What follows belongs to an exercise in optimizing a design on an open flow for small area, a short achievable clock period and few clock cycles per item; a production flow would make more cautious choices.
In this exercise RTL edits were held to simulation tests only and were not proved equivalent to the original.

==> design/flow/config.mk <==
export PLATFORM = sky130hd
export DESIGN_NAME = aes_8_bit
export DESIGN_NICKNAME = aes_8_bit
export VERILOG_FILES = /design/flow/design.v
export SDC_FILE = /design/flow/constraint.sdc
export NUM_CORES = 4
export LEC_CHECK = 0
export CAP_MARGIN = 20
export CORE_MARGIN = 2
export CORE_UTILIZATION = 55
export SETUP_SLACK_MARGIN = 4.3
export SLEW_MARGIN = 20
==> design/flow/constraint.sdc <==
create_clock -name core_clock -period 7.0 [get_ports {clk}]
set_input_delay 1.4000 -clock core_clock [delete_from_list [all_inputs] [get_ports {clk}]]
set_output_delay 1.4000 -clock core_clock [all_outputs]
set_load 0.01 [all_outputs]
==> design/flow/design.v <==
module aes_8_bit (rst, clk, key_in, d_in, d_out, d_vld);
    input rst, clk;
    input [7:0] key_in;
    input [7:0] d_in;
    output reg [7:0] d_out;
    output reg d_vld;
    reg [6:0] cnt;
    always @(posedge clk) begin
        if (rst) cnt <= 7'd0;
        else if (cnt != 7'd127) cnt <= cnt + 7'd1;
    end
    localparam CW = 32;
    localparam [CW-1:0] CW0 = 32'b10000010000000000000000000000001;
    wire [CW-1:0] nx;
    assign nx[0] = (cnt == 7'd0) | (cnt == 7'd1) | (cnt == 7'd2) | (cnt == 7'd3) | (cnt == 7'd4) | (cnt == 7'd5) | (cnt == 7'd6) | (cnt == 7'd7) | (cnt == 7'd8) | (cnt == 7'd9) | (cnt == 7'd10) | (cnt == 7'd11) | (cnt == 7'd12) | (cnt == 7'd13) | (cnt == 7'd14) | (cnt == 7'd15) | (cnt == 7'd16) | (cnt == 7'd17) | (cnt == 7'd18) | (cnt == 7'd19) | (cnt == 7'd20) | (cnt == 7'd21) | (cnt == 7'd22) | (cnt == 7'd23) | (cnt == 7'd24) | (cnt == 7'd25) | (cnt == 7'd26) | (cnt == 7'd27) | (cnt == 7'd28) | (cnt == 7'd29) | (cnt == 7'd30) | (cnt == 7'd31) | (cnt == 7'd32) | (cnt == 7'd33) | (cnt == 7'd34) | (cnt == 7'd35) | (cnt == 7'd36) | (cnt == 7'd37) | (cnt == 7'd38) | (cnt == 7'd39) | (cnt == 7'd40) | (cnt == 7'd41) | (cnt == 7'd42) | (cnt == 7'd43) | (cnt == 7'd44) | (cnt == 7'd45) | (cnt == 7'd46) | (cnt == 7'd47) | (cnt == 7'd48) | (cnt == 7'd49) | (cnt == 7'd50) | (cnt == 7'd51) | (cnt == 7'd52) | (cnt == 7'd53) | (cnt == 7'd54) | (cnt == 7'd55) | (cnt == 7'd56) | (cnt == 7'd57) | (cnt == 7'd58) | (cnt == 7'd59) | (cnt == 7'd60) | (cnt == 7'd61) | (cnt == 7'd62) | (cnt == 7'd63) | (cnt == 7'd64) | (cnt == 7'd65) | (cnt == 7'd66) | (cnt == 7'd67) | (cnt == 7'd68) | (cnt == 7'd69) | (cnt == 7'd70) | (cnt == 7'd71) | (cnt == 7'd72) | (cnt == 7'd73) | (cnt == 7'd74) | (cnt == 7'd78) | (cnt == 7'd82) | (cnt == 7'd86) | (cnt == 7'd90) | (cnt == 7'd91) | (cnt == 7'd92) | (cnt == 7'd93) | (cnt == 7'd94) | (cnt == 7'd95) | (cnt == 7'd96) | (cnt == 7'd97) | (cnt == 7'd98) | (cnt == 7'd99) | (cnt == 7'd100) | (cnt == 7'd101) | (cnt == 7'd102) | (cnt == 7'd103) | (cnt == 7'd104) | (cnt == 7'd105) | (cnt == 7'd106) | (cnt == 7'd107) | (cnt == 7'd108) | (cnt == 7'd109) | (cnt == 7'd110) | (cnt == 7'd111) | (cnt == 7'd112) | (cnt == 7'd113) | (cnt == 7'd114) | (cnt == 7'd115) | (cnt == 7'd116) | (cnt == 7'd117) | (cnt == 7'd118) | (cnt == 7'd119) | (cnt == 7'd120) | (cnt == 7'd121) | (cnt == 7'd122) | (cnt == 7'd123) | (cnt == 7'd124) | (cnt == 7'd125) | (cnt == 7'd126) | (cnt == 7'd127);
    assign nx[1] = (cnt == 7'd75) | (cnt == 7'd79) | (cnt == 7'd83) | (cnt == 7'd87);
    assign nx[2] = (cnt == 7'd76) | (cnt == 7'd80) | (cnt == 7'd84) | (cnt == 7'd88);
    assign nx[3] = (cnt == 7'd77) | (cnt == 7'd81) | (cnt == 7'd85) | (cnt == 7'd89);
    assign nx[4] = (cnt == 7'd74);
    assign nx[5] = (cnt == 7'd74) | (cnt == 7'd75) | (cnt == 7'd76) | (cnt == 7'd77) | (cnt == 7'd78) | (cnt == 7'd79) | (cnt == 7'd80) | (cnt == 7'd81) | (cnt == 7'd82) | (cnt == 7'd83) | (cnt == 7'd84) | (cnt == 7'd85) | (cnt == 7'd86) | (cnt == 7'd87) | (cnt == 7'd88) | (cnt == 7'd89);
    assign nx[6] = (cnt == 7'd1) | (cnt == 7'd5) | (cnt == 7'd9) | (cnt == 7'd13) | (cnt == 7'd25) | (cnt == 7'd26) | (cnt == 7'd27) | (cnt == 7'd28) | (cnt == 7'd31) | (cnt == 7'd32) | (cnt == 7'd33) | (cnt == 7'd34) | (cnt == 7'd37) | (cnt == 7'd38) | (cnt == 7'd39) | (cnt == 7'd40) | (cnt == 7'd43) | (cnt == 7'd44) | (cnt == 7'd45) | (cnt == 7'd46) | (cnt == 7'd49) | (cnt == 7'd50) | (cnt == 7'd51) | (cnt == 7'd52) | (cnt == 7'd55) | (cnt == 7'd56) | (cnt == 7'd57) | (cnt == 7'd58) | (cnt == 7'd61) | (cnt == 7'd62) | (cnt == 7'd63) | (cnt == 7'd64) | (cnt == 7'd67) | (cnt == 7'd68) | (cnt == 7'd69) | (cnt == 7'd70) | (cnt == 7'd73) | (cnt == 7'd74) | (cnt == 7'd75) | (cnt == 7'd76);
    assign nx[7] = (cnt == 7'd2) | (cnt == 7'd6) | (cnt == 7'd10) | (cnt == 7'd14) | (cnt == 7'd25) | (cnt == 7'd26) | (cnt == 7'd27) | (cnt == 7'd28) | (cnt == 7'd31) | (cnt == 7'd32) | (cnt == 7'd33) | (cnt == 7'd34) | (cnt == 7'd37) | (cnt == 7'd38) | (cnt == 7'd39) | (cnt == 7'd40) | (cnt == 7'd43) | (cnt == 7'd44) | (cnt == 7'd45) | (cnt == 7'd46) | (cnt == 7'd49) | (cnt == 7'd50) | (cnt == 7'd51) | (cnt == 7'd52) | (cnt == 7'd55) | (cnt == 7'd56) | (cnt == 7'd57) | (cnt == 7'd58) | (cnt == 7'd61) | (cnt == 7'd62) | (cnt == 7'd63) | (cnt == 7'd64) | (cnt == 7'd67) | (cnt == 7'd68) | (cnt == 7'd69) | (cnt == 7'd70) | (cnt == 7'd73) | (cnt == 7'd74) | (cnt == 7'd75) | (cnt == 7'd76);
    assign nx[8] = (cnt == 7'd3) | (cnt == 7'd7) | (cnt == 7'd11) | (cnt == 7'd15) | (cnt == 7'd25) | (cnt == 7'd26) | (cnt == 7'd27) | (cnt == 7'd28) | (cnt == 7'd31) | (cnt == 7'd32) | (cnt == 7'd33) | (cnt == 7'd34) | (cnt == 7'd37) | (cnt == 7'd38) | (cnt == 7'd39) | (cnt == 7'd40) | (cnt == 7'd43) | (cnt == 7'd44) | (cnt == 7'd45) | (cnt == 7'd46) | (cnt == 7'd49) | (cnt == 7'd50) | (cnt == 7'd51) | (cnt == 7'd52) | (cnt == 7'd55) | (cnt == 7'd56) | (cnt == 7'd57) | (cnt == 7'd58) | (cnt == 7'd61) | (cnt == 7'd62) | (cnt == 7'd63) | (cnt == 7'd64) | (cnt == 7'd67) | (cnt == 7'd68) | (cnt == 7'd69) | (cnt == 7'd70) | (cnt == 7'd73) | (cnt == 7'd74) | (cnt == 7'd75) | (cnt == 7'd76);
    assign nx[9] = (cnt == 7'd4) | (cnt == 7'd8) | (cnt == 7'd12) | (cnt == 7'd16) | (cnt == 7'd25) | (cnt == 7'd26) | (cnt == 7'd27) | (cnt == 7'd28) | (cnt == 7'd31) | (cnt == 7'd32) | (cnt == 7'd33) | (cnt == 7'd34) | (cnt == 7'd37) | (cnt == 7'd38) | (cnt == 7'd39) | (cnt == 7'd40) | (cnt == 7'd43) | (cnt == 7'd44) | (cnt == 7'd45) | (cnt == 7'd46) | (cnt == 7'd49) | (cnt == 7'd50) | (cnt == 7'd51) | (cnt == 7'd52) | (cnt == 7'd55) | (cnt == 7'd56) | (cnt == 7'd57) | (cnt == 7'd58) | (cnt == 7'd61) | (cnt == 7'd62) | (cnt == 7'd63) | (cnt == 7'd64) | (cnt == 7'd67) | (cnt == 7'd68) | (cnt == 7'd69) | (cnt == 7'd70) | (cnt == 7'd73) | (cnt == 7'd74) | (cnt == 7'd75) | (cnt == 7'd76);
    assign nx[10] = (cnt == 7'd1) | (cnt == 7'd2) | (cnt == 7'd3) | (cnt == 7'd4) | (cnt == 7'd25) | (cnt == 7'd31) | (cnt == 7'd37) | (cnt == 7'd43) | (cnt == 7'd49) | (cnt == 7'd55) | (cnt == 7'd61) | (cnt == 7'd67) | (cnt == 7'd73);
    assign nx[11] = (cnt == 7'd5) | (cnt == 7'd6) | (cnt == 7'd7) | (cnt == 7'd8) | (cnt == 7'd26) | (cnt == 7'd32) | (cnt == 7'd38) | (cnt == 7'd44) | (cnt == 7'd50) | (cnt == 7'd56) | (cnt == 7'd62) | (cnt == 7'd68) | (cnt == 7'd74);
    assign nx[12] = (cnt == 7'd9) | (cnt == 7'd10) | (cnt == 7'd11) | (cnt == 7'd12) | (cnt == 7'd27) | (cnt == 7'd33) | (cnt == 7'd39) | (cnt == 7'd45) | (cnt == 7'd51) | (cnt == 7'd57) | (cnt == 7'd63) | (cnt == 7'd69) | (cnt == 7'd75);
    assign nx[13] = (cnt == 7'd13) | (cnt == 7'd14) | (cnt == 7'd15) | (cnt == 7'd16) | (cnt == 7'd28) | (cnt == 7'd34) | (cnt == 7'd40) | (cnt == 7'd46) | (cnt == 7'd52) | (cnt == 7'd58) | (cnt == 7'd64) | (cnt == 7'd70) | (cnt == 7'd76);
    assign nx[14] = (cnt == 7'd17) | (cnt == 7'd18) | (cnt == 7'd19) | (cnt == 7'd20) | (cnt == 7'd65);
    assign nx[15] = (cnt == 7'd23) | (cnt == 7'd65) | (cnt == 7'd71);
    assign nx[16] = (cnt == 7'd29) | (cnt == 7'd71);
    assign nx[17] = (cnt == 7'd35) | (cnt == 7'd65);
    assign nx[18] = (cnt == 7'd41) | (cnt == 7'd65) | (cnt == 7'd71);
    assign nx[19] = (cnt == 7'd47) | (cnt == 7'd71);
    assign nx[20] = (cnt == 7'd53);
    assign nx[21] = (cnt == 7'd59);
    assign nx[22] = (cnt == 7'd77) | (cnt == 7'd81) | (cnt == 7'd85) | (cnt == 7'd89);
    assign nx[23] = (cnt == 7'd17) | (cnt == 7'd23) | (cnt == 7'd29) | (cnt == 7'd35) | (cnt == 7'd41) | (cnt == 7'd47) | (cnt == 7'd53) | (cnt == 7'd59) | (cnt == 7'd65) | (cnt == 7'd71);
    assign nx[24] = (cnt == 7'd17) | (cnt == 7'd18) | (cnt == 7'd19) | (cnt == 7'd20) | (cnt == 7'd23) | (cnt == 7'd24) | (cnt == 7'd25) | (cnt == 7'd26) | (cnt == 7'd29) | (cnt == 7'd30) | (cnt == 7'd31) | (cnt == 7'd32) | (cnt == 7'd35) | (cnt == 7'd36) | (cnt == 7'd37) | (cnt == 7'd38) | (cnt == 7'd41) | (cnt == 7'd42) | (cnt == 7'd43) | (cnt == 7'd44) | (cnt == 7'd47) | (cnt == 7'd48) | (cnt == 7'd49) | (cnt == 7'd50) | (cnt == 7'd53) | (cnt == 7'd54) | (cnt == 7'd55) | (cnt == 7'd56) | (cnt == 7'd59) | (cnt == 7'd60) | (cnt == 7'd61) | (cnt == 7'd62) | (cnt == 7'd65) | (cnt == 7'd66) | (cnt == 7'd67) | (cnt == 7'd68) | (cnt == 7'd71) | (cnt == 7'd72) | (cnt == 7'd73) | (cnt == 7'd74);
    assign nx[25] = (cnt == 7'd0) | (cnt == 7'd1) | (cnt == 7'd2) | (cnt == 7'd3) | (cnt == 7'd4) | (cnt == 7'd5) | (cnt == 7'd6) | (cnt == 7'd7) | (cnt == 7'd8) | (cnt == 7'd9) | (cnt == 7'd10) | (cnt == 7'd11) | (cnt == 7'd12) | (cnt == 7'd13) | (cnt == 7'd14) | (cnt == 7'd15) | (cnt == 7'd16) | (cnt == 7'd17) | (cnt == 7'd18) | (cnt == 7'd19) | (cnt == 7'd20) | (cnt == 7'd21) | (cnt == 7'd22) | (cnt == 7'd23) | (cnt == 7'd27) | (cnt == 7'd28) | (cnt == 7'd29) | (cnt == 7'd33) | (cnt == 7'd34) | (cnt == 7'd35) | (cnt == 7'd39) | (cnt == 7'd40) | (cnt == 7'd41) | (cnt == 7'd45) | (cnt == 7'd46) | (cnt == 7'd47) | (cnt == 7'd51) | (cnt == 7'd52) | (cnt == 7'd53) | (cnt == 7'd57) | (cnt == 7'd58) | (cnt == 7'd59) | (cnt == 7'd63) | (cnt == 7'd64) | (cnt == 7'd65) | (cnt == 7'd69) | (cnt == 7'd70) | (cnt == 7'd71) | (cnt == 7'd75) | (cnt == 7'd76) | (cnt == 7'd77) | (cnt == 7'd90) | (cnt == 7'd91) | (cnt == 7'd92) | (cnt == 7'd93) | (cnt == 7'd94) | (cnt == 7'd95) | (cnt == 7'd96) | (cnt == 7'd97) | (cnt == 7'd98) | (cnt == 7'd99) | (cnt == 7'd100) | (cnt == 7'd101) | (cnt == 7'd102) | (cnt == 7'd103) | (cnt == 7'd104) | (cnt == 7'd105) | (cnt == 7'd106) | (cnt == 7'd107) | (cnt == 7'd108) | (cnt == 7'd109) | (cnt == 7'd110) | (cnt == 7'd111) | (cnt == 7'd112) | (cnt == 7'd113) | (cnt == 7'd114) | (cnt == 7'd115) | (cnt == 7'd116) | (cnt == 7'd117) | (cnt == 7'd118) | (cnt == 7'd119) | (cnt == 7'd120) | (cnt == 7'd121) | (cnt == 7'd122) | (cnt == 7'd123) | (cnt == 7'd124) | (cnt == 7'd125) | (cnt == 7'd126) | (cnt == 7'd127);
    assign nx[26] = (cnt == 7'd24) | (cnt == 7'd30) | (cnt == 7'd36) | (cnt == 7'd42) | (cnt == 7'd48) | (cnt == 7'd54) | (cnt == 7'd60) | (cnt == 7'd66) | (cnt == 7'd72) | (cnt == 7'd78) | (cnt == 7'd79) | (cnt == 7'd80) | (cnt == 7'd81);
    assign nx[27] = (cnt == 7'd25) | (cnt == 7'd31) | (cnt == 7'd37) | (cnt == 7'd43) | (cnt == 7'd49) | (cnt == 7'd55) | (cnt == 7'd61) | (cnt == 7'd67) | (cnt == 7'd73) | (cnt == 7'd82) | (cnt == 7'd83) | (cnt == 7'd84) | (cnt == 7'd85);
    assign nx[28] = (cnt == 7'd26) | (cnt == 7'd32) | (cnt == 7'd38) | (cnt == 7'd44) | (cnt == 7'd50) | (cnt == 7'd56) | (cnt == 7'd62) | (cnt == 7'd68) | (cnt == 7'd74) | (cnt == 7'd86) | (cnt == 7'd87) | (cnt == 7'd88) | (cnt == 7'd89);
    assign nx[29] = (cnt == 7'd23) | (cnt == 7'd24) | (cnt == 7'd25) | (cnt == 7'd26) | (cnt == 7'd29) | (cnt == 7'd30) | (cnt == 7'd31) | (cnt == 7'd32) | (cnt == 7'd35) | (cnt == 7'd36) | (cnt == 7'd37) | (cnt == 7'd38) | (cnt == 7'd41) | (cnt == 7'd42) | (cnt == 7'd43) | (cnt == 7'd44) | (cnt == 7'd47) | (cnt == 7'd48) | (cnt == 7'd49) | (cnt == 7'd50) | (cnt == 7'd53) | (cnt == 7'd54) | (cnt == 7'd55) | (cnt == 7'd56) | (cnt == 7'd59) | (cnt == 7'd60) | (cnt == 7'd61) | (cnt == 7'd62) | (cnt == 7'd65) | (cnt == 7'd66) | (cnt == 7'd67) | (cnt == 7'd68) | (cnt == 7'd71) | (cnt == 7'd72) | (cnt == 7'd73) | (cnt == 7'd74);
    assign nx[30] = (cnt == 7'd15) | (cnt == 7'd21) | (cnt == 7'd27) | (cnt == 7'd33) | (cnt == 7'd39) | (cnt == 7'd45) | (cnt == 7'd51) | (cnt == 7'd57) | (cnt == 7'd63) | (cnt == 7'd69);
    assign nx[31] = (cnt == 7'd0) | (cnt == 7'd1) | (cnt == 7'd2) | (cnt == 7'd3) | (cnt == 7'd4) | (cnt == 7'd5) | (cnt == 7'd6) | (cnt == 7'd7) | (cnt == 7'd8) | (cnt == 7'd9) | (cnt == 7'd10) | (cnt == 7'd11) | (cnt == 7'd12) | (cnt == 7'd13) | (cnt == 7'd14);
    reg [CW-1:0] cw;
    always @(posedge clk) cw <= rst ? CW0 : nx;
    wire        ld      = cw[31];
    wire        p1_key  = cw[30];
    wire        p1_dat  = cw[29];
    wire [3:0]  gsel    = cw[28:25];    
    wire        k_step  = cw[24];
    wire        k_step0 = cw[23];
    wire        k_rot   = cw[22];
    wire [7:0]  rcv     = cw[21:14];
    wire [3:0]  s_col   = cw[13:10];
    wire [3:0]  s_row   = cw[9:6];
    wire        outp    = cw[5];
    wire        first   = cw[4];        
    wire [3:0]  orow    = cw[3:0];      
    reg [7:0] S [0:3][0:3];    
    reg [31:0] K0, K1, K2, K3;  
    reg [31:0] P1;
    reg [47:0] P2;
    function [7:0] xt;
        input [7:0] b;
        xt = {b[6:0], 1'b0} ^ (b[7] ? 8'h1b : 8'h00);
    endfunction
    reg [7:0] spare;
    always @(posedge clk) spare <= S[1][0];
    function [7:0] sel4;
        input [3:0] s;
        input [7:0] a0, a1, a2, a3;
        sel4 = ({8{s[0]}} & a0) | ({8{s[1]}} & a1) | ({8{s[2]}} & a2) | ({8{s[3]}} & a3);
    endfunction
    wire [7:0] g0 = sel4(gsel,                 S[0][0], S[0][1], S[0][2], S[0][3]);
    wire [7:0] g1 = sel4({gsel[2:0], gsel[3]},   spare,   S[1][1], S[1][2], S[1][3]);
    wire [7:0] g2 = sel4({gsel[1:0], gsel[3:2]}, S[2][0], S[2][1], S[2][2], S[2][3]);
    wire [7:0] g3 = sel4({gsel[0], gsel[3:1]},   S[3][0], S[3][1], S[3][2], S[3][3]);
    wire [7:0] mt = g0 ^ g1 ^ g2 ^ g3;
    wire [7:0] m0 = g0 ^ mt ^ xt(g0 ^ g1);
    wire [7:0] m1 = g1 ^ mt ^ xt(g1 ^ g2);
    wire [7:0] m2 = g2 ^ mt ^ xt(g2 ^ g3);
    wire [7:0] m3 = g3 ^ mt ^ xt(g3 ^ g0);
    wire [31:0] xr = {m0, m1, m2, m3} ^ K0;      
    wire [31:0] xo = {g0, g1, g2, g3} ^ K0;      
    wire [7:0] x0in = d_in ^ key_in;
    always @(posedge clk) begin
        if (p1_dat) P1 <= xr;
        else if (p1_key) P1 <= {K3[23:16], K3[15:8], K3[7:0], K3[31:24]};
        else P1 <= {4{x0in}};
    end
    wire [47:0] mid;
    wire [31:0] sb;
    genvar l;
    generate
        for (l = 0; l < 4; l = l + 1) begin : lane
            sbox_s1 u1 (P1[31-8*l -: 8], mid[47-12*l -: 12]);
            sbox_s2 u2 (P2[47-12*l -: 12], sb[31-8*l -: 8]);
        end
    endgenerate
    always @(posedge clk) P2 <= mid;
    integer i, j;
    always @(posedge clk) begin
        for (i = 0; i < 4; i = i + 1)
            for (j = 0; j < 4; j = j + 1)
                if (s_row[i] & s_col[j]) S[i][j] <= sb[31-8*i -: 8];
    end
    wire [31:0] knew = K0 ^ (k_step0 ? (sb ^ {rcv, 24'h0}) : (k_rot ? 32'h0 : K3));
    always @(posedge clk) begin
        if (ld) begin
            case (cnt[1:0])
                2'd0: begin
                    if (cnt[3:2] != 2'd0) begin
                        K0 <= K1; K1 <= K2; K2 <= K3;
                    end
                    K3[31:24] <= key_in;
                end
                2'd1: K3[23:16] <= key_in;
                2'd2: K3[15:8] <= key_in;
                2'd3: K3[7:0] <= key_in;
            endcase
        end else if (k_step | k_rot) begin
            K0 <= K1; K1 <= K2; K2 <= K3; K3 <= knew;
        end
    end
    always @(posedge clk) begin
        d_out <= first ? (S[0][0] ^ K1[31:24])
                       : sel4(orow, xo[31:24], xo[23:16], xo[15:8], xo[7:0]);
        if (rst) d_vld <= 1'b0;
        else if (outp) d_vld <= 1'b1;
    end
endmodule
module GF_SQ_2 ( A, Q );
    input [1:0] A;
    output [1:0] Q;
    assign Q = { A[0], A[1] };
endmodule
module GF_MULS_2 ( A, ab, B, cd, Y );
    input [1:0] A;
    input ab;
    input [1:0] B;
    input cd;
    output [1:0] Y;
    wire abcd, p, q;
    assign abcd = ~(ab & cd);  
    assign p = (~(A[1] & B[1])) ^ abcd;
    assign q = (~(A[0] & B[0])) ^ abcd;
    assign Y = { p, q };
endmodule
module GF_MULS_SCL_2 ( A, ab, B, cd, Y );
    input [1:0] A;
    input ab;
    input [1:0] B;
    input cd;
    output [1:0] Y;
    wire t, p, q;
    assign t = ~(A[0] & B[0]);  
    assign p = (~(ab & cd)) ^ t;
    assign q = (~(A[1] & B[1])) ^ t;
    assign Y = { p, q };
endmodule
module GF_INV_4 ( X, Y );
input [3:0] X;
output [3:0] Y;
    wire [1:0] a, b, c, d, p, q;
    wire sa, sb, sd;  
    assign a = X[3:2];
    assign b = X[1:0];
    assign sa = a[1] ^ a[0];
    assign sb = b[1] ^ b[0];
    assign c = {  
    ~(a[1] | b[1]) ^ (~(sa & sb)) ,
    ~(sa | sb) ^ (~(a[0] & b[0])) };
    GF_SQ_2 dinv( c, d);
    assign sd = d[1] ^ d[0];
    GF_MULS_2 pmul(d, sd, b, sb, p);
    GF_MULS_2 qmul(d, sd, a, sa, q);
    assign Y = { p, q };
endmodule
module GF_MULS_4 ( A, a1, Al, Ah, aa, B, b1, Bl, Bh, bb, Q );
    input [3:0] A;
    input [1:0] a1;
    input Al;
    input Ah;
    input aa;
    input [3:0] B;
    input [1:0] b1;
    input Bl;
    input Bh;
    input bb;
    output [3:0] Q;
    wire [1:0] ph, pl, p;
    GF_MULS_2 himul(A[3:2], Ah, B[3:2], Bh, ph);
    GF_MULS_2 lomul(A[1:0], Al, B[1:0], Bl, pl);
    GF_MULS_SCL_2 summul( a1, aa, b1, bb, p);
    assign Q = { (ph ^ p), (pl ^ p) };
endmodule
module GF_INV_8 ( X, Y );
    input [7:0] X;
    output [7:0] Y;
    wire [3:0] a, b, c, d, p, q;
    wire [1:0] sa, sb, sd;  
    wire al, ah, aa, bl, bh, bb, dl, dh, dd;  
    wire c1, c2, c3;  
    assign a = X[7:4];
    assign b = X[3:0];
    assign sa = a[3:2] ^ a[1:0];
    assign sb = b[3:2] ^ b[1:0];
    assign al = a[1] ^ a[0];
    assign ah = a[3] ^ a[2];
    assign aa = sa[1] ^ sa[0];
    assign bl = b[1] ^ b[0];
    assign bh = b[3] ^ b[2];
    assign bb = sb[1] ^ sb[0];
    assign c1 = ~(ah & bh);
    assign c2 = ~(sa[0] & sb[0]);
    assign c3 = ~(aa & bb);
    assign c = { 
    (~(sa[0] | sb[0]) ^ (~(a[3] & b[3]))) ^ c1 ^ c3 ,
    (~(sa[1] | sb[1]) ^ (~(a[2] & b[2]))) ^ c1 ^ c2 ,
    (~(al | bl) ^ (~(a[1] & b[1]))) ^ c2 ^ c3 ,
    (~(a[0] | b[0]) ^ (~(al & bl))) ^ (~(sa[1] & sb[1])) ^ c2 };
    GF_INV_4 dinv( c, d);
    assign sd = d[3:2] ^ d[1:0];
    assign dl = d[1] ^ d[0];
    assign dh = d[3] ^ d[2];
    assign dd = sd[1] ^ sd[0];
    GF_MULS_4 pmul(d, sd, dl, dh, dd, b, sb, bl, bh, bb, p);
    GF_MULS_4 qmul(d, sd, dl, dh, dd, a, sa, al, ah, aa, q);
    assign Y = { p, q };
endmodule
module bSbox ( A, Q );
    input [7:0] A;
    output [7:0] Q;
    wire [7:0] B, C;
    wire R1, R2, R3, R4, R5, R6, R7, R8, R9;
    wire T1, T2, T3, T4, T5, T6, T7, T8, T9;
    assign R1 = A[7] ^ A[5] ;
    assign R2 = A[7] ^ A[4] ;
    assign R3 = A[6] ^ A[0] ;
    assign R4 = A[5] ^ R3 ;
    assign R5 = A[4] ^ R4 ;
    assign R6 = A[3] ^ A[0] ;
    assign R7 = A[2] ^ R1 ;
    assign R8 = A[1] ^ R3 ;
    assign R9 = A[3] ^ R8 ;
    assign B[7] = R7 ^ R8 ;
    assign B[6] = R5 ;
    assign B[5] = A[1] ^ R4 ;
    assign B[4] = R1 ^ R3 ;
    assign B[3] = A[1] ^ R2 ^ R6 ;
    assign B[2] = A[0] ;
    assign B[1] = R4 ;
    assign B[0] = A[2] ^ R9 ;
    GF_INV_8 inv( B, C );
    assign T1 = C[7] ^ C[3] ;
    assign T2 = C[6] ^ C[4] ;
    assign T3 = C[6] ^ C[0] ;
    assign T4 = C[5] ^ C[3] ;
    assign T5 = C[5] ^ T1 ;
    assign T6 = C[5] ^ C[1] ;
    assign T7 = C[4] ^ T6 ;
    assign T8 = C[2] ^ T4 ;
    assign T9 = C[1] ^ T2 ;
    assign Q[7] = T4 ;
    assign Q[6] = ~T1 ;
    assign Q[5] = ~T3 ;
    assign Q[4] = T5 ;
    assign Q[3] = T2 ^ T5 ;
    assign Q[2] = T3 ^ T8 ;
    assign Q[1] = ~T7 ;
    assign Q[0] = ~T9 ;
endmodule
module sbox_s1 ( A, M );
    input [7:0] A;
    output [11:0] M;  
    wire [7:0] B;
    wire R1, R2, R3, R4, R5, R6, R7, R8, R9;
    wire [3:0] a, b, c, d;
    wire [1:0] sa, sb;
    wire al, ah, aa, bl, bh, bb, c1, c2, c3;
    assign R1 = A[7] ^ A[5] ;
    assign R2 = A[7] ^ A[4] ;
    assign R3 = A[6] ^ A[0] ;
    assign R4 = A[5] ^ R3 ;
    assign R5 = A[4] ^ R4 ;
    assign R6 = A[3] ^ A[0] ;
    assign R7 = A[2] ^ R1 ;
    assign R8 = A[1] ^ R3 ;
    assign R9 = A[3] ^ R8 ;
    assign B[7] = R7 ^ R8 ;
    assign B[6] = R5 ;
    assign B[5] = A[1] ^ R4 ;
    assign B[4] = R1 ^ R3 ;
    assign B[3] = A[1] ^ R2 ^ R6 ;
    assign B[2] = A[0] ;
    assign B[1] = R4 ;
    assign B[0] = A[2] ^ R9 ;
    assign a = B[7:4];
    assign b = B[3:0];
    assign sa = a[3:2] ^ a[1:0];
    assign sb = b[3:2] ^ b[1:0];
    assign al = a[1] ^ a[0];
    assign ah = a[3] ^ a[2];
    assign aa = sa[1] ^ sa[0];
    assign bl = b[1] ^ b[0];
    assign bh = b[3] ^ b[2];
    assign bb = sb[1] ^ sb[0];
    assign c1 = ~(ah & bh);
    assign c2 = ~(sa[0] & sb[0]);
    assign c3 = ~(aa & bb);
    assign c = {
    (~(sa[0] | sb[0]) ^ (~(a[3] & b[3]))) ^ c1 ^ c3 ,
    (~(sa[1] | sb[1]) ^ (~(a[2] & b[2]))) ^ c1 ^ c2 ,
    (~(al | bl) ^ (~(a[1] & b[1]))) ^ c2 ^ c3 ,
    (~(a[0] | b[0]) ^ (~(al & bl))) ^ (~(sa[1] & sb[1])) ^ c2 };
    GF_INV_4 dinv( c, d);
    assign M = {d, a, b};
endmodule
module sbox_s2 ( M, Q );
    input [11:0] M;
    output [7:0] Q;
    wire [3:0] a, b, d, p, q;
    wire [1:0] sa, sb, sd;
    wire al, ah, aa, bl, bh, bb, dl, dh, dd;
    wire [7:0] C;
    wire T1, T2, T3, T4, T5, T6, T7, T8, T9;
    assign d = M[11:8];
    assign a = M[7:4];
    assign b = M[3:0];
    assign sa = a[3:2] ^ a[1:0];
    assign sb = b[3:2] ^ b[1:0];
    assign al = a[1] ^ a[0];
    assign ah = a[3] ^ a[2];
    assign aa = sa[1] ^ sa[0];
    assign bl = b[1] ^ b[0];
    assign bh = b[3] ^ b[2];
    assign bb = sb[1] ^ sb[0];
    assign sd = d[3:2] ^ d[1:0];
    assign dl = d[1] ^ d[0];
    assign dh = d[3] ^ d[2];
    assign dd = sd[1] ^ sd[0];
    GF_MULS_4 pmul(d, sd, dl, dh, dd, b, sb, bl, bh, bb, p);
    GF_MULS_4 qmul(d, sd, dl, dh, dd, a, sa, al, ah, aa, q);
    assign C = { p, q };
    assign T1 = C[7] ^ C[3] ;
    assign T2 = C[6] ^ C[4] ;
    assign T3 = C[6] ^ C[0] ;
    assign T4 = C[5] ^ C[3] ;
    assign T5 = C[5] ^ T1 ;
    assign T6 = C[5] ^ C[1] ;
    assign T7 = C[4] ^ T6 ;
    assign T8 = C[2] ^ T4 ;
    assign T9 = C[1] ^ T2 ;
    assign Q[7] = T4 ;
    assign Q[6] = ~T1 ;
    assign Q[5] = ~T3 ;
    assign Q[4] = T5 ;
    assign Q[3] = T2 ^ T5 ;
    assign Q[2] = T3 ^ T8 ;
    assign Q[1] = ~T7 ;
    assign Q[0] = ~T9 ;
endmodule
==> design/flow/run.sh <==
#!/bin/bash
# synth_recipe.tcl (not shown) runs the flow's synth.tcl, then flattens the netlist and writes it again
# the make line also repeats each setting of config.mk as NAME=value (left out here)
make -C /OpenROAD-flow-scripts/flow DESIGN_CONFIG=/design/flow/config.mk WORK_HOME=/design/flow/orfs CLKGATE_MAP_FILE= SYNTH_SCRIPT=/design/flow/synth_recipe.tcl finish
==> results of run 1 <==
## cell families after synthesis
logic type	count (synthesis)	synth area share [%]
adders and majority gates	11	0.593
DFF	391	47.3
xor gates and xnor gates	494	21.8
buffers and inverters	161	2.96
and+or+nand+nor	464	10.1
AOI/OAI and AO/OA	498	14.5
muxes	52	2.57
## flip-flops by register name, summed over array words and instances, names as in the netlist, 31 cells and up
| register | cells |
|---|---|
| K2 | 32 |
| K1 | 32 |
| cw | 31 |
| P2 | 48 |
| S | 128 |
| P1 | 32 |
| K3 | 32 |
| K0 | 32 |
## routing by layer
metal / up-vias / GRT usage, % / routed length [um]
met5: - / 0 / 0
met4: 0 / 10.2 / 2400
met3: 143 / 4.79 / 4230
met2: 642 / 46.7 / 29400
met1: 8166 / 42.1 / 27200
li1: 7549 / - / -
## final cells by class
class,instances,area (um2),share of cell area [%]
diodes,1,2.50,0.00937
clock buffers,54,1140,4.28
clock inverters,26,256,0.960
inverters,33,153,0.571
multi-input cells,1519,12500,46.9
flip-flops and latches,391,10500,39.4
well taps,525,657,2.46
repair buffers,168,1440,5.39
repair inverters,1,5.00,0.0187
## cells in the mapped netlist, drive strengths merged (19+ instances only)
master  instances
nand3          29
a22oi         115
xor2          183
nor3           36
nand2         148
edfxtp        256
clkbuf         89
buf            39
dfxtp         135
a22o           27
a21oi         143
xnor3          19
xnor2         286
inv            32
nand2b         77
o21ai         108
nor2          101
mux2           34
## per-stage QoR
stage                     hold slack [ps]
final                                 336
after global routing                  350
after CTS                             336
after detailed placement              327
after global placement                325
after floorplan                       323
## how the worst max path moves through the flow
stage                   startpoint              end  cells past startpoint
2_1_floorplan  cnt[2]$_SDFFE_PP0N_  K0[0]$_DFFE_PP_                      7
3_3_place_gp         P1[8]$_DFF_P_   P2[23]$_DFF_P_                     13
3_5_place_dp         P1[8]$_DFF_P_   P2[23]$_DFF_P_                     13
4_1_cts             P1[14]$_DFF_P_   P2[23]$_DFF_P_                     12
5_1_grt             P1[14]$_DFF_P_   P2[22]$_DFF_P_                     13
6_report            P1[14]$_DFF_P_   P2[22]$_DFF_P_                     13
## timing repair
action                     CTS  global route
gates cloned                 0             1
setup buffers               55            59
setup endpoints to repair  157           111
resized for setup          179           147
pin swaps                   47            94
==> flow_summary.ini, run 1 <==
[status]
status = no timing/DRC/antenna violations

[placed_design]
gp_congestion = 0.950
dpl.hpwl_um = 42300
portBuffers = 26
dp_cells = 2522
place_ws_ps = 3590
place_area_mm2 = 0.0229

[critical_path]
cp_common_cell = xnor2_2
path_class = flop to flop
worstRegToRegCells = 13
worst-path-buf-inv = 2
crit_family = XOR/XNOR gates
crit_path_max_incr_delay_ps = 360
startpoint_type = flop
ff2ff_setup_slack_ps = 4070
crit_arrival_ps = 3380
timing.rr.end = P2[22]$_DFF_P_
path_cells = xor2_4 -> xnor2_2 -> inv_2 -> ha_4 -> xnor3_1 -> xnor2_2 -> maj3_2 -> xnor2_2 -> mux2i_1 -> xnor2_2 -> inv_1 -> a21oi_1 -> a21oi_1
crit-reg2reg-launch = P1[14]$_DFF_P_
critPathMaxFanout = 7
cp-end-kind = flop
required_ps = 7450
cp_slowest_cell = dfxtp_4

[timing]
worst_slack_ps = 4070
slew_viol_final = 0
slew_headroom_pct = 28.2
clock_skew_ps = 14.4
final-hold-violation-count = 0
rsz0062_at_grt = yes
finalSetupTns_ps = 0
max_freq_mhz = 341
fin_crit_ps = 2930
fin_crit_sh_pct = 41.9
worst_pin_slew_ps = 1080
setup_violations = 0

[cts]
clockBufferDepth = 3
cts_sinks = 391
numCtsBuffers = 43
clk_latency_ps = 570
cts_tree = done
cts_hold_buf = 0
clk_pin_slew_ps = 60
h-tree-depth = 2
root_buffer = clkbuf_16

[drt]
drc = 0
drtIter0Drc = 1713
ant_nets = 0
wl_per_cell_um = 23.3
wirelength_um = 63200
num_vias = 16500
firstDrtPassIters = 8
avgViaCountPerCell = 6.07

[synthesis]
syn_area_mm2 = 0.0219
synth_seq_cells = 391
synth_top_area_cell = edfxtp_1
synthDistinctLibCells = 78
synthCells = 2071
synth_ff_type = edfxtp_1
avgSynthCellArea_um2 = 10.6
synth.top_cell.area_share_pct = 35.0
ys_warn_count = 2
syn_nets = 2097
synth_area_leaders = edfxtp_1, dfxtp_1, xnor2_1
synth_edf_count = 256
ys_async_sr_fraction_pct = 0
synth-seq-area-share_pct = 47.3

[grt]
overflow = 0
grt_pass1_vias = 15479
grt_max_degree = 65
antenna_found_initial = 1
grt_pass1_wl_um = 94000
grtUsageTotal_pct = 29.8

[layout]
fillCellCount = 2926
drive_gt1_share_pct = 23.8
stdcell_area_mm2 = 0.0267
final_nets = 2183
final_common_cell = edfxtp_1
stdcell_count = 2718
mostFrequentLayoutCells = edfxtp_1, xnor2_1, xor2_1
area_growth_pct = 21.7
fin_util_pct = 67.5

[floorplanning]
die_x_um = 204
initial_core_util_pct = 55.5
core-area_mm2 = 0.0395
die_area_mm2 = 0.0415
io_pins = 27
rows = 73
die_h_um = 204

[flow_run]
drv_cap = 0

[min_path]
hold_start = S[4][2]$_DFFE_PP_
hold_path_depth = 0
hp-class = flop to flop
worstHoldEndpoint = spare[2]$_DFF_P_
Testbench counts, summed over its fixed seeds: cycles 47,104, blocks 512.
==> run 2: changes to the inputs <==
--- a/design/flow/config.mk
+++ b/design/flow/config.mk
@@ -6,4 +6,5 @@
 export NUM_CORES = 4
 export LEC_CHECK = 0
+export ABC_AREA = 1
 export CAP_MARGIN = 20
 export CORE_MARGIN = 2
==> run 2 against run 1 <==
Synthesized cell count rose by 24%; critical endpoint is now cw[25]$_SDFF_PP1_; global-route usage up 2.6 points; wire length is 10% higher.
==> flow_summary.ini, run 2 <==
[synthesis]
synth.top_cell.area_share_pct = 35.0
synth_area_leaders = edfxtp_1, dfxtp_1, nand2_1
synth_edf_count = 256
syn_nets = 2588
yosysMostFrequentCell = nand2_1
ys_warn_count = 2
ys_async_sr_fraction_pct = 0
synthCells = 2562
synth_top_area_cell = edfxtp_1
synthDistinctLibCells = 57
syn_area_mm2 = 0.0220
synth_ff_type = edfxtp_1
synth_common_cells = nand2_1, inv_1, edfxtp_1
avgSynthCellArea_um2 = 8.57
synth-seq-area-share_pct = 47.3
synth_seq_cells = 391

[layout]
largest_reg_flops = 128
area_growth_pct = 21.0
mostFrequentLayoutCells = nand2_1, edfxtp_1, inv_1
final_nets = 2700
diodes = 0
largest-register = S
fin_util_pct = 67.2
final_common_cell = nand2_1
fillCellCount = 3033
stdcell_area_mm2 = 0.0266
top_regs = S: 128 flops, P2: 48 flops
drive_gt1_share_pct = 20.3

[cts]
clockBufferDepth = 3
cts_sinks = 391
h-tree-depth = 2
root_buffer = clkbuf_16
clk_pin_slew_ps = 60
cts_tree = done
numCtsBuffers = 43
clk_latency_ps = 600

[drt]
firstDrtPassIters = 6
avgViaCountPerCell = 5.76
ant_nets = 0
wl_per_cell_um = 21.6
drc = 0
drtIter0Drc = 1950
wirelength_um = 69800
num_vias = 18608

[grt]
grtUsageTotal_pct = 32.4
grt_max_degree = 52
grt_pass1_vias = 17535
grt_pass1_wl_um = 102000
overflow = 0
antenna_found_initial = 0

[min_path]
hold_path_depth = 0
hp-class = flop to flop

[timing]
clock_skew_ps = 39.4
fin_crit_ps = 2810
final-hold-violation-count = 0
slew_viol_final = 0
slew_headroom_pct = 24.4
fin_crit_sh_pct = 40.1
setup_violations = 0
max_freq_mhz = 356
finalSetupTns_ps = 0
worst_pin_slew_ps = 1130
rsz0062_at_grt = yes
worst_slack_ps = 4190

[placed_design]
dpl.hpwl_um = 49200
place_ws_ps = 3600
portBuffers = 26
gp_congestion = 1.01
place_area_mm2 = 0.0228

[floorplanning]
die_area_mm2 = 0.0415
io_pins = 27
die_h_um = 204
core-area_mm2 = 0.0395
rows = 73
die_x_um = 204
initial_core_util_pct = 55.5

[flow_run]
drv_cap = 0

[critical_path]
path_cells = ha_1 -> inv_1 -> nor2_1 -> o21ai_0 -> nand2_1 -> inv_1 -> nand3_1 -> nor4_1 -> nand3_1
worstRegToRegCells = 9
crit_path_max_incr_delay_ps = 520
critPathMaxFanout = 5
cp_slowest_cell = nor4_1
required_ps = 7410
path_class = flop to flop
cp-end-kind = flop
crit_arrival_ps = 3220
startpoint_type = flop

[status]
status = no timing/DRC/antenna violations
-- run 2: kinds of logic after synthesis --
group	count (synthesis)	share of synthesized area, %
simple gates	1140	21.4
flops	391	47.3
buf+inv	334	5.85
mux	3	0.137
fa+ha+maj	8	0.456
xor+xnor	363	15.2
compound gates	323	9.65
-- run 2: worst max-delay path: cells and delay by family, from the launching register on --
family / cells / cell delay [ps]
AO/OA/AOI/OAI: 1 / 470
adder cells (fa/ha/maj): 1 / 210
buffers and inverters: 2 / 340
flip-flops: 1 / 350
AND/OR/NAND/NOR: 5 / 1280
-- run 2: stage by stage --
| step | hold slack, ps | std cells |
|---|---|---|
| floorplan | 323 | 2562 |
| global placement | 324 | 3084 |
| detailed placement | 330 | 3084 |
| CTS | 344 | 3179 |
| global route | 354 | 3233 |
| finish | 342 | 3233 |
-- run 2: cell type report --
type / count / area, um2 / area share (%)
multi-input cells: 1837 / 12000 / 45.1
well taps: 525 / 657 / 2.47
clock inverters: 26 / 201 / 0.758
repair buffers: 114 / 968 / 3.64
inverters: 287 / 1100 / 4.14
clock buffers: 53 / 1160 / 4.38
flip-flops and latches: 391 / 10500 / 39.5
-- run 2: path summary, 6_finish.rpt --
kind	start	endpoint	slack, ps
max reg2reg	cnt[0]$_SDFFE_PP0N_	cw[25]$_SDFF_PP1_	4190
min	S[4][7]$_DFFE_PP_	spare[7]$_DFF_P_	340
min reg2reg	S[4][7]$_DFFE_PP_	spare[7]$_DFF_P_	340
max	cnt[0]$_SDFFE_PP0N_	cw[25]$_SDFF_PP1_	4190
-- run 2: layer usage --
| metal | share of wire [%] | vias up | GRT usage (%) |
|---|---|---|---|
| met1 | 40 | 9000 | 43.0 |
| met5 | 0 | - | 0 |
| li1 | - | 8611 | - |
| met2 | 48 | 811 | 52.6 |
| met4 | 4.6 | 0 | 13.9 |
| met3 | 7.6 | 186 | 5.17 |
-- run 2: timing repair --
action / 4_1_cts / 5_1_grt
pin swaps: 19 / 79
resized for setup: 132 / 295
endpoints found under the setup margin: 129 / 120
hold buffers: 0 / 0
endpoints found under the hold margin: 0 / 0
cloned: 0 / 0
buffers inserted: 16 / 54
==> run 3: changes to the inputs <==
--- a/design/flow/config.mk
+++ b/design/flow/config.mk
@@ -6,8 +6,7 @@
 export NUM_CORES = 4
 export LEC_CHECK = 0
-export ABC_AREA = 1
 export CAP_MARGIN = 20
 export CORE_MARGIN = 2
 export CORE_UTILIZATION = 55
-export SETUP_SLACK_MARGIN = 4.3
+export SETUP_SLACK_MARGIN = 4.0
 export SLEW_MARGIN = 20
==> run 3 against run 2 <==
Global-route usage decreased by 3.2 points; flip-flop and latch count unchanged; first-iteration DRC count decreased by 14%; synthesized cell count decreased by 19%; highest routed layer unchanged; register-to-register slack got worse by 230 ps; design area decreased by 5.7%; largest cell class unchanged; sequential share of layout area increased by 2.3 points; critical endpoint is now P2[23]$_DFF_P_; via count decreased by 15%; clock-buffer cell count increased by 7.
==> flow_summary.ini, run 3 <==
[status]
status = no timing/DRC/antenna violations

[critical_path]
path_class = flop to flop
crit_arrival_ps = 3480
startpoint_type = flop
ff2ff_setup_slack_ps = 3960
cp-end-kind = flop
timing.rr.end = P2[23]$_DFF_P_
required_ps = 7440
crit-reg2reg-launch = P1[14]$_DFF_P_
critPathMaxFanout = 8
worstRegToRegCells = 13

[synthesis]
syn_nets = 2097
synth_common_cells = xnor2_1, edfxtp_1, xor2_1
synthCells = 2071
synthDistinctLibCells = 78
avgSynthCellArea_um2 = 10.6
syn_area_mm2 = 0.0219
synth_ff_type = edfxtp_1
synth_top_area_cell = edfxtp_1
synth-seq-area-share_pct = 47.3
synth_edf_count = 256
ys_warn_count = 2
synth.top_cell.area_share_pct = 35.0
ys_async_sr_fraction_pct = 0
synth_area_leaders = edfxtp_1, dfxtp_1, xnor2_1
yosysMostFrequentCell = xnor2_1
synth_seq_cells = 391

[grt]
grt_max_degree = 65
grt_pass1_vias = 15194
overflow = 0
grtUsageTotal_pct = 29.2
grt_pass1_wl_um = 91500
antenna_found_initial = 1

[layout]
fillCellCount = 3210
final_nets = 2110
diodes = 0
largest_reg_flops = 128
top_regs = S: 128 flops, P2: 48 flops
final_common_cell = edfxtp_1
mostFrequentLayoutCells = edfxtp_1, xnor2_1, xor2_1
area_growth_pct = 14.2
largest-register = S
stdcell_area_mm2 = 0.0251
drive_gt1_share_pct = 15.7

[timing]
worst_pin_slew_ps = 935
rsz0062_at_grt = yes
fin_crit_sh_pct = 43.4
max_freq_mhz = 329
setup_violations = 0
finalSetupTns_ps = 0
slew_headroom_pct = 37.2
final-hold-violation-count = 0
slew_viol_final = 0
whs_ps = 334
clock_skew_ps = 22.0
fin_crit_ps = 3040
worst_slack_ps = 3960

[cts]
numCtsBuffers = 42
h-tree-depth = 2
cts_tree = done
clk_latency_ps = 570
clk_pin_slew_ps = 60
clockBufferDepth = 3
root_buffer = clkbuf_16
cts_sinks = 391

[drt]
firstDrtPassIters = 7
ant_nets = 0
wl_per_cell_um = 23.1
avgViaCountPerCell = 5.98
drc = 0
drtIter0Drc = 1684
num_vias = 15802
wirelength_um = 60900

[placed_design]
portBuffers = 26
dpl.hpwl_um = 42400
place_area_mm2 = 0.0226
place_ws_ps = 3500
gp_congestion = 0.956

[floorplanning]
core-area_mm2 = 0.0395
die_x_um = 204
initial_core_util_pct = 55.5
rows = 73
die_h_um = 204
io_pins = 27
die_area_mm2 = 0.0415

[flow_run]
drv_cap = 0

[min_path]
hold_path_depth = 0
hold_start = S[4][4]$_DFFE_PP_
hp-class = flop to flop
worstHoldEndpoint = spare[4]$_DFF_P_
[run 3: cell count changes after synthesis, sizes merged, moves of 28 or more]
cell	delta
nor2	-115
a21oi	+76
nand2	-538
mux2	+34
xnor2	+158
nand2b	+76
clkbuf	+60
inv	-251
xor2	-52
a22oi	+103
nand3	-128
a22o	-28
[run 3: critical path, stage by stage, from the launching register on]
cell and delay, ps:
dfxtp_4 360, xor2_4 190, xnor2_2 200, inv_2 80, ha_4 280, xnor3_1 250
xnor2_2 340, nand2_2 140, nand2_2 110, xnor2_2 110, mux2i_2 120, xnor2_2 380
o22ai_2 140, a31o_2 220
[run 3: kinds of logic after synthesis]
| kind of cell | synth area share [%] |
|---|---|
| DFF | 47.3 |
| and+or+nand+nor | 10.1 |
| adders and majority gates | 0.593 |
| muxes | 2.57 |
| AOI/OAI and AO/OA | 14.5 |
| xor gates and xnor gates | 21.8 |
| buffers and inverters | 2.96 |
[run 3: cell type report]
class | count | area (um2) | area share, %
Sequential cell | 391 | 10500 | 41.8
Tap cell | 525 | 657 | 2.62
Multi-Input combinational cell | 1520 | 11700 | 46.5
Clock buffer | 60 | 1220 | 4.87
Timing Repair Buffer | 96 | 795 | 3.17
Clock inverter | 17 | 120 | 0.479
Inverter | 33 | 135 | 0.539
[run 3: metal layers]
layer / vias to the layer above / GRT usage, % / wire length [um]
li1: 7404 / - / -
met2: 597 / 47.1 / 28700
met4: 0 / 11.3 / 2130
met5: - / 0 / 0
met1: 7671 / 40.1 / 26100
met3: 130 / 3.93 / 4060
[run 3: timing repair]
action                                  4_1_cts  5_1_grt
cloned                                        0        1
hold buffers                                  0        0
pin swaps                                    11       47
buffers inserted                             11       34
endpoints found under the setup margin       45       48
resized for setup                            52      100
[run 3: how the worst max path moves through the flow]
stage	cells after the start	slack, ps	from	end
floorplan	7	3860	cnt[2]$_SDFFE_PP0N_	K0[0]$_DFFE_PP_
global placement	9	3580	P2[9]$_DFF_P_	K3[2]$_DFFE_PP_
detailed placement	13	3500	P1[8]$_DFF_P_	P2[21]$_DFF_P_
CTS	9	3900	P2[22]$_DFF_P_	K3[11]$_DFFE_PP_
global route	9	3850	cnt[0]$_SDFFE_PP0N_	cw[9]$_SDFF_PP0_
finish	13	3960	P1[14]$_DFF_P_	P2[23]$_DFF_P_
[run 3: per-stage QoR]
step	std cells	util, %
global placement	2519	57.2
global route	2642	63.3
floorplan	2071	-
CTS	2607	61.4
finish	2642	63.3
detailed placement	2519	57.2
==> run 4: changes to the inputs <==
--- a/design/flow/config.mk
+++ b/design/flow/config.mk
@@ -8,5 +8,6 @@
 export CAP_MARGIN = 20
 export CORE_MARGIN = 2
-export CORE_UTILIZATION = 55
-export SETUP_SLACK_MARGIN = 4.0
+export CORE_UTILIZATION = 65
+export SETUP_SLACK_MARGIN = 4.4
 export SLEW_MARGIN = 20
+export TNS_END_PERCENT = 100
==> run 4 against run 3 <==
Clock-buffer cell count decreased by 4; sequential share of layout area fell by 3.9 points; die area down 15%; via count up 14%; flip-flop and latch count is the same; critical endpoint unchanged; first-iteration DRC count increased by 40%; utilization rose by 20 points.
==> flow_summary.ini, run 4 <==
[status]
status = no timing/DRC/antenna violations

[layout]
fillCellCount = 1672
final_common_cell = edfxtp_1
multiInputGateArea_mm2 = 0.0131
register_area_mm2 = 0.0105
top_regs = S: 128 flops, P2: 48 flops
final_nets = 2249
largest_reg_flops = 128
fin_util_pct = 83.3
largest-register = S
area_growth_pct = 26.7
diodes = 0
mostFrequentLayoutCells = edfxtp_1, xnor2_1, buf_4
drive_gt1_share_pct = 28.6

[drt]
avgViaCountPerCell = 6.68
drtIter0Drc = 2357
wl_per_cell_um = 27.1
num_vias = 18065
wirelength_um = 73300
drc = 0
firstDrtPassIters = 8
ant_nets = 0

[timing]
finalSetupTns_ps = 0
worst_slack_ps = 3920
slew_headroom_pct = 29.2
clock_skew_ps = 25.7
slew_viol_final = 0
fin_crit_ps = 3080
setup_violations = 0
final-hold-violation-count = 0
max_freq_mhz = 324
fin_crit_sh_pct = 44.1
worst_pin_slew_ps = 1050
rsz0062_at_grt = yes

[placed_design]
place_ws_ps = 3640
gp_congestion = 0.966
dpl.hpwl_um = 41400
portBuffers = 26

[critical_path]
crit_arrival_ps = 3510
cp-endpoint = P2[23]$_DFF_P_
cp_slowest_cell = dfxtp_4
critPathMaxFanout = 5
timing.rr.end = P2[23]$_DFF_P_
path_depth = 14
startpoint_type = flop
cp_common_cell = xnor2_2
ff2ff_setup_slack_ps = 3920
crit-reg2reg-launch = P1[14]$_DFF_P_
crit_family = compound AO/OA/AOI/OAI gates
cp-end-kind = flop
startpoint = P1[14]$_DFF_P_
path_cells = xor2_4 -> xnor2_2 -> inv_2 -> ha_4 -> xnor3_1 -> xnor2_2 -> o21ai_1 -> a21bo_2 -> a21oi_2 -> xnor2_2 -> buf_4 -> nand2_1 -> o22ai_1 -> a31o_2
worstRegToRegCells = 14
required_ps = 7430
worst-path-buf-inv = 2
crit_path_max_incr_delay_ps = 360
path_class = flop to flop

[min_path]
hp-class = flop to flop

[cts]
cts_hold_buf = 0
cts_tree = done
h-tree-depth = 2
cts_sinks = 391
numCtsBuffers = 41
clockBufferDepth = 3
clk_pin_slew_ps = 60
clk_latency_ps = 550
root_buffer = clkbuf_16

[grt]
grtUsageTotal_pct = 35.7
grt_pass1_vias = 16400
grt_pass1_wl_um = 97200
overflow = 0
antenna_found_initial = 0
grt_max_degree = 65

[synthesis]
avgSynthCellArea_um2 = 10.6
synth_area_leaders = edfxtp_1, dfxtp_1, xnor2_1
syn_nets = 2097
synth_edf_count = 256
ys_async_sr_fraction_pct = 0
synth_seq_cells = 391
syn_area_mm2 = 0.0219
synth.top_cell.area_share_pct = 35.0
synthDistinctLibCells = 78
synth_ff_type = edfxtp_1
synth-seq-area-share_pct = 47.3
synthCells = 2071
ys_warn_count = 2
synth_top_area_cell = edfxtp_1
yosysMostFrequentCell = xnor2_1
synth_common_cells = xnor2_1, edfxtp_1, xor2_1

[floorplanning]
die_x_um = 188
die_area_mm2 = 0.0352
initial_core_util_pct = 65.8
io_pins = 27
rows = 67
core-area_mm2 = 0.0334
die_h_um = 188

[flow_run]
drv_cap = 0
==> run 4: cell counts after synthesis <==
Identical to the previous run, type by type.
==> run 4: cell families after synthesis <==
group           Yosys count  share of synthesized area [%]
compound gates          498                           14.5
xor+xnor                494                           21.8
simple gates            464                           10.1
flops                   391                           47.3
buf+inv                 161                           2.96
mux                      52                           2.57
fa+ha+maj                11                          0.593
==> run 4: cell type report <==
type | count | share of cell area (%)
Multi-Input combinational cell | 1520 | 47.1
Tap cell | 448 | 2.02
Clock buffer | 56 | 4.23
Inverter | 33 | 0.549
Timing Repair Buffer | 236 | 7.47
Sequential cell | 391 | 37.9
Clock inverter | 19 | 0.733
==> run 4: what timing repair did <==
action                                  CTS  global route
pin swaps                                70           120
setup buffers                            85           100
gates resized for setup                 204           234
endpoints found under the setup margin  190           149
gates cloned                              1             1
==> run 4: metrics by stage <==
step	instances	hold slack (ps)	instance area, um2
global route	2703	362	27800
global placement	2441	326	22800
finish	2703	351	27800
floorplan	2071	323	22500
detailed placement	2441	335	22800
CTS	2602	349	25800
==> run 4: worst min path at each step <==
| stage | start | end | slack, ps | depth (start not counted) |
|---|---|---|---|---|
| detailed placement | S[4][7]$_DFFE_PP_ | spare[7]$_DFF_P_ | 330 | 0 |
| CTS | S[4][2]$_DFFE_PP_ | spare[2]$_DFF_P_ | 350 | 0 |
| floorplan | S[4][0]$_DFFE_PP_ | spare[0]$_DFF_P_ | 320 | 0 |
| global route | S[4][7]$_DFFE_PP_ | spare[7]$_DFF_P_ | 360 | 0 |
| global placement | S[4][2]$_DFFE_PP_ | spare[2]$_DFF_P_ | 330 | 0 |
| finish | S[4][3]$_DFFE_PP_ | spare[3]$_DFF_P_ | 350 | 0 |
==> run 4: worst reg2reg max path, delay by kind of cell (launching register included) <==
kind	cells	cell delay, ps
AOI/OAI and AO/OA	5	1000
adders and majority gates	1	290
and+or+nand+nor	1	110
xor gates and xnor gates	5	980
DFF	1	360
buffers and inverters	2	240
==> run 4: layer usage <==
metal / routed length, um / vias to the layer above / part of all wire [%] / GRT usage [%]
met5: 0 / - / 0 / 0
met4: 3690 / 0 / 5.0 / 14.0
met3: 7510 / 268 / 10 / 5.80
met2: 35000 / 1344 / 48 / 58.0
met1: 27100 / 8791 / 37 / 48.3
li1: - / 7662 / - / -
==> run 5: changes to the inputs <==
--- a/design/flow/design.v
+++ b/design/flow/design.v
@@ -87,12 +87,17 @@
     wire [31:0] xo = {g0, g1, g2, g3} ^ K0;      
     wire [7:0] x0in = d_in ^ key_in;
-    always @(posedge clk) begin
-        if (p1_dat) P1 <= xr;
-        else if (p1_key) P1 <= {K3[23:16], K3[15:8], K3[7:0], K3[31:24]};
-        else P1 <= {4{x0in}};
-    end
+    wire [31:0] p1_in = p1_dat ? xr :
+                        p1_key ? {K3[23:16], K3[15:8], K3[7:0], K3[31:24]} :
+                        {4{x0in}};
+    wire [31:0] p1_lin;
+    genvar l;
+    generate
+        for (l = 0; l < 4; l = l + 1) begin : lin
+            sbox_lin u0 (p1_in[31-8*l -: 8], p1_lin[31-8*l -: 8]);
+        end
+    endgenerate
+    always @(posedge clk) P1 <= p1_lin;
     wire [47:0] mid;
     wire [31:0] sb;
-    genvar l;
     generate
         for (l = 0; l < 4; l = l + 1) begin : lane
@@ -274,12 +279,8 @@
     assign Q[0] = ~T9 ;
 endmodule
-module sbox_s1 ( A, M );
+module sbox_lin ( A, B );
     input [7:0] A;
-    output [11:0] M;  
-    wire [7:0] B;
+    output [7:0] B;
     wire R1, R2, R3, R4, R5, R6, R7, R8, R9;
-    wire [3:0] a, b, c, d;
-    wire [1:0] sa, sb;
-    wire al, ah, aa, bl, bh, bb, c1, c2, c3;
     assign R1 = A[7] ^ A[5] ;
     assign R2 = A[7] ^ A[4] ;
@@ -299,4 +300,11 @@
     assign B[1] = R4 ;
     assign B[0] = A[2] ^ R9 ;
+endmodule
+module sbox_s1 ( B, M );
+    input [7:0] B;
+    output [11:0] M;  
+    wire [3:0] a, b, c, d;
+    wire [1:0] sa, sb;
+    wire al, ah, aa, bl, bh, bb, c1, c2, c3;
     assign a = B[7:4];
     assign b = B[3:0];
--- a/design/flow/config.mk
+++ b/design/flow/config.mk
@@ -8,6 +8,5 @@
 export CAP_MARGIN = 20
 export CORE_MARGIN = 2
-export CORE_UTILIZATION = 65
-export SETUP_SLACK_MARGIN = 4.4
+export CORE_UTILIZATION = 55
+export SETUP_SLACK_MARGIN = 4.3
 export SLEW_MARGIN = 20
-export TNS_END_PERCENT = 100
==> run 5 against run 4 <==
Design area down 6.6%; register-to-register slack improved by 350 ps; non-clock buffer count shrank 79; worst setup slack gained 350 ps; worst hold slack worse by 13 ps; final cell count down 1.5%; first-iteration DRC count fell by 41%; clock-buffer cell count fell by 5; area after synthesis decreased by 2.8%; via count is 12% lower; critical path type unchanged.
==> flow_summary.ini, run 5 <==
[status]
status = no timing/DRC/antenna violations

[floorplanning]
die_x_um = 201
initial_core_util_pct = 55.5
die_h_um = 201
die_area_mm2 = 0.0404
rows = 72
io_pins = 27
core-area_mm2 = 0.0385

[critical_path]
startpoint_type = flop
crit_path_max_incr_delay_ps = 380
crit_arrival_ps = 3070
cp-end-kind = flop
path_cells = xor2_1 -> or3_4 -> a31oi_4 -> xor2_2 -> xor2_2 -> xor2_2 -> buf_4 -> xnor2_4 -> and4b_1 -> nor3_2
cp_common_cell = xor2_2
critPathMaxFanout = 6
path_class = flop to flop
ff2ff_setup_slack_ps = 4260
required_ps = 7330
cp_slowest_cell = dfxtp_4

[drt]
ant_nets = 0
wirelength_um = 61600
drtIter0Drc = 1399
num_vias = 15934
firstDrtPassIters = 6
avgViaCountPerCell = 5.98
drc = 0
wl_per_cell_um = 23.1

[timing]
rsz0062_at_grt = yes
final-hold-violation-count = 0
max_freq_mhz = 365
worst_pin_slew_ps = 991
fin_crit_ps = 2740
setup_violations = 0
slew_viol_final = 0
finalSetupTns_ps = 0
clock_skew_ps = 16.9
whs_ps = 338
worst_slack_ps = 4260
fin_crit_sh_pct = 39.1
slew_headroom_pct = 34.0

[placed_design]
portBuffers = 26
place_ws_ps = 3470
dpl.hpwl_um = 41400
gp_congestion = 0.951
dp_cells = 2469

[synthesis]
synthXorXnorAreaFrac_pct = 20.7
synthDistinctLibCells = 72
synth-seq-area-share_pct = 48.7
synth_top_area_cell = edfxtp_1
ys_async_sr_fraction_pct = 0
avgSynthCellArea_um2 = 10.5
ys_warn_count = 2
synth_ff_type = edfxtp_1
synthCells = 2024
synth_common_cells = edfxtp_1, xnor2_1, xor2_1
syn_area_mm2 = 0.0213
synth_adder_area_share_pct = 0.235
synth_seq_cells = 391
synth.top_cell.area_share_pct = 36.0
synth-compound-area-share_pct = 14.8
synthSimpleGateAreaFrac_pct = 9.65
synth_top_family_by_area = XOR/XNOR gates
syn_nets = 2046
synth_edf_count = 256
synth_area_leaders = edfxtp_1, dfxtp_1, xnor2_1
muxShareOfSynthArea_pct = 2.62
yosysMostFrequentCell = edfxtp_1

[layout]
top_regs = S: 128 flops, P2: 48 flops
largest-register = S
area_growth_pct = 21.8
final_common_cell = edfxtp_1
drive_gt1_share_pct = 22.7
mostFrequentLayoutCells = edfxtp_1, xnor2_1, xor2_1
fillCellCount = 2969
register_area_mm2 = 0.0105
final_nets = 2131
stdcell_count = 2663
largest_reg_flops = 128
multiInputGateArea_mm2 = 0.0118
diodes = 0

[cts]
cts_tree = done
root_buffer = clkbuf_16
cts_sinks = 391
clk_latency_ps = 580
clockBufferDepth = 3
clk_pin_slew_ps = 60
cts_hold_buf = 0
numCtsBuffers = 44
h-tree-depth = 2

[grt]
antenna_found_initial = 0
met2_usage_pct = 47.9
grtUsageTotal_pct = 29.2
overflow = 0
use_met1_pct = 40.0
grt_max_degree = 63
use_met3_pct = 4.61
grt_pass1_vias = 14773
grt_pass1_wl_um = 89900
globalRoute.busiestLayer = met2

[flow_run]
drv_cap = 0

[min_path]
hp-class = flop to flop
## run 5: kinds of logic (layout without fill, tap and decap cells)
| kind of cell | Yosys count | count (layout) |
|---|---|---|
| DFF | 391 | 391 |
| xor gates and xnor gates | 475 | 476 |
| muxes | 52 | 52 |
| adders and majority gates | 4 | 4 |
| and+or+nand+nor | 427 | 427 |
| buffers and inverters | 175 | 295 |
| AOI/OAI and AO/OA | 500 | 500 |
## run 5: worst max-delay path: cells and delay by family (launching register included)
kind	cells	cell delay, ps
xor gates and xnor gates	5	1060
and+or+nand+nor	3	670
DFF	1	380
AOI/OAI and AO/OA	1	220
buffers and inverters	1	160
## run 5: final timing paths
check	cells after the start	endpoint	from
worst max-delay path	10	K3[2]$_DFFE_PP_	P2[10]$_DFF_P_
worst min-delay path	0	spare[0]$_DFF_P_	S[4][0]$_DFFE_PP_
worst max register to register	10	K3[2]$_DFFE_PP_	P2[10]$_DFF_P_
worst min register to register	0	spare[0]$_DFF_P_	S[4][0]$_DFFE_PP_
## run 5: layout make-up
class                   instances  share of cell area [%]
multi-input cells            1459                    45.3
flip-flops and latches        391                    40.3
repair buffers                157                    5.35
clock buffers                  51                    4.42
well taps                     518                    2.49
clock inverters                31                    1.27
inverters                      56                   0.838
## run 5: per-layer routing
layer | vias to the layer above | wire, um
li1 | 7365 | -
met1 | 7893 | 26100
met2 | 573 | 29800
met3 | 103 | 3890
met4 | 0 | 1760
met5 | - | 0
## run 5: timing repair
item                       4_1_cts  5_1_grt
gates cloned                     0        4
pin swaps                       44       68
buffers inserted                43       65
resized for setup              179      130
setup endpoints to repair      163      121
## run 5: metrics by stage
step	instance area [um2]	util (%)
2_1_floorplan	21500	-
3_3_place_gp	22000	57.3
3_5_place_dp	22000	57.3
4_1_cts	24700	64.2
5_1_grt	26000	67.5
6_report	26000	67.5
Testbench counts of run 5, summed over its fixed seeds: cycles 47,104, blocks 512.

port drivers added, routing unchanged:
The flow's constraints put no driver on any port. The routed layouts listed below were extracted and timed again, unchanged, in two steps. Step 1 sets driving cells, clkbuf_16 on the clock port and buf_2 on the other inputs (assumed; they add their load-dependent delay and slew). Step 2, shift: input delay + t, output delay - t, t = (earliest + latest rising clock arrival at the registers) / 2. This alone moves slack from input paths to output paths. Slacks: ideal / step 1 / step 2; pairs: ideal / step 1.
| run | t, ns | setup WS [ns] | hold WS [ns] |
|---|---|---|---|
| run 1 | 0.623 | 4.066 / 4.066 / 3.821 | 0.336 / 0.336 / 0.336 |
| run 2 | 0.637 | 4.193 / 4.193 / 3.842 | 0.342 / 0.342 / 0.342 |
| run 3 | 0.613 | 3.962 / 3.962 / 3.625 | 0.334 / 0.334 / 0.334 |
| run 4 | 0.596 | 3.916 / 3.916 / 3.916 | 0.351 / 0.351 / 0.351 |
| run 5 | 0.631 | 4.263 / 4.263 / 3.694 | 0.338 / 0.338 / 0.338 |
After both steps setup and hold are still met in every run listed. For run 5, which loses most, drivers alone change the setup slack by 0.000 ns; drivers and shift together by -0.569 ns.
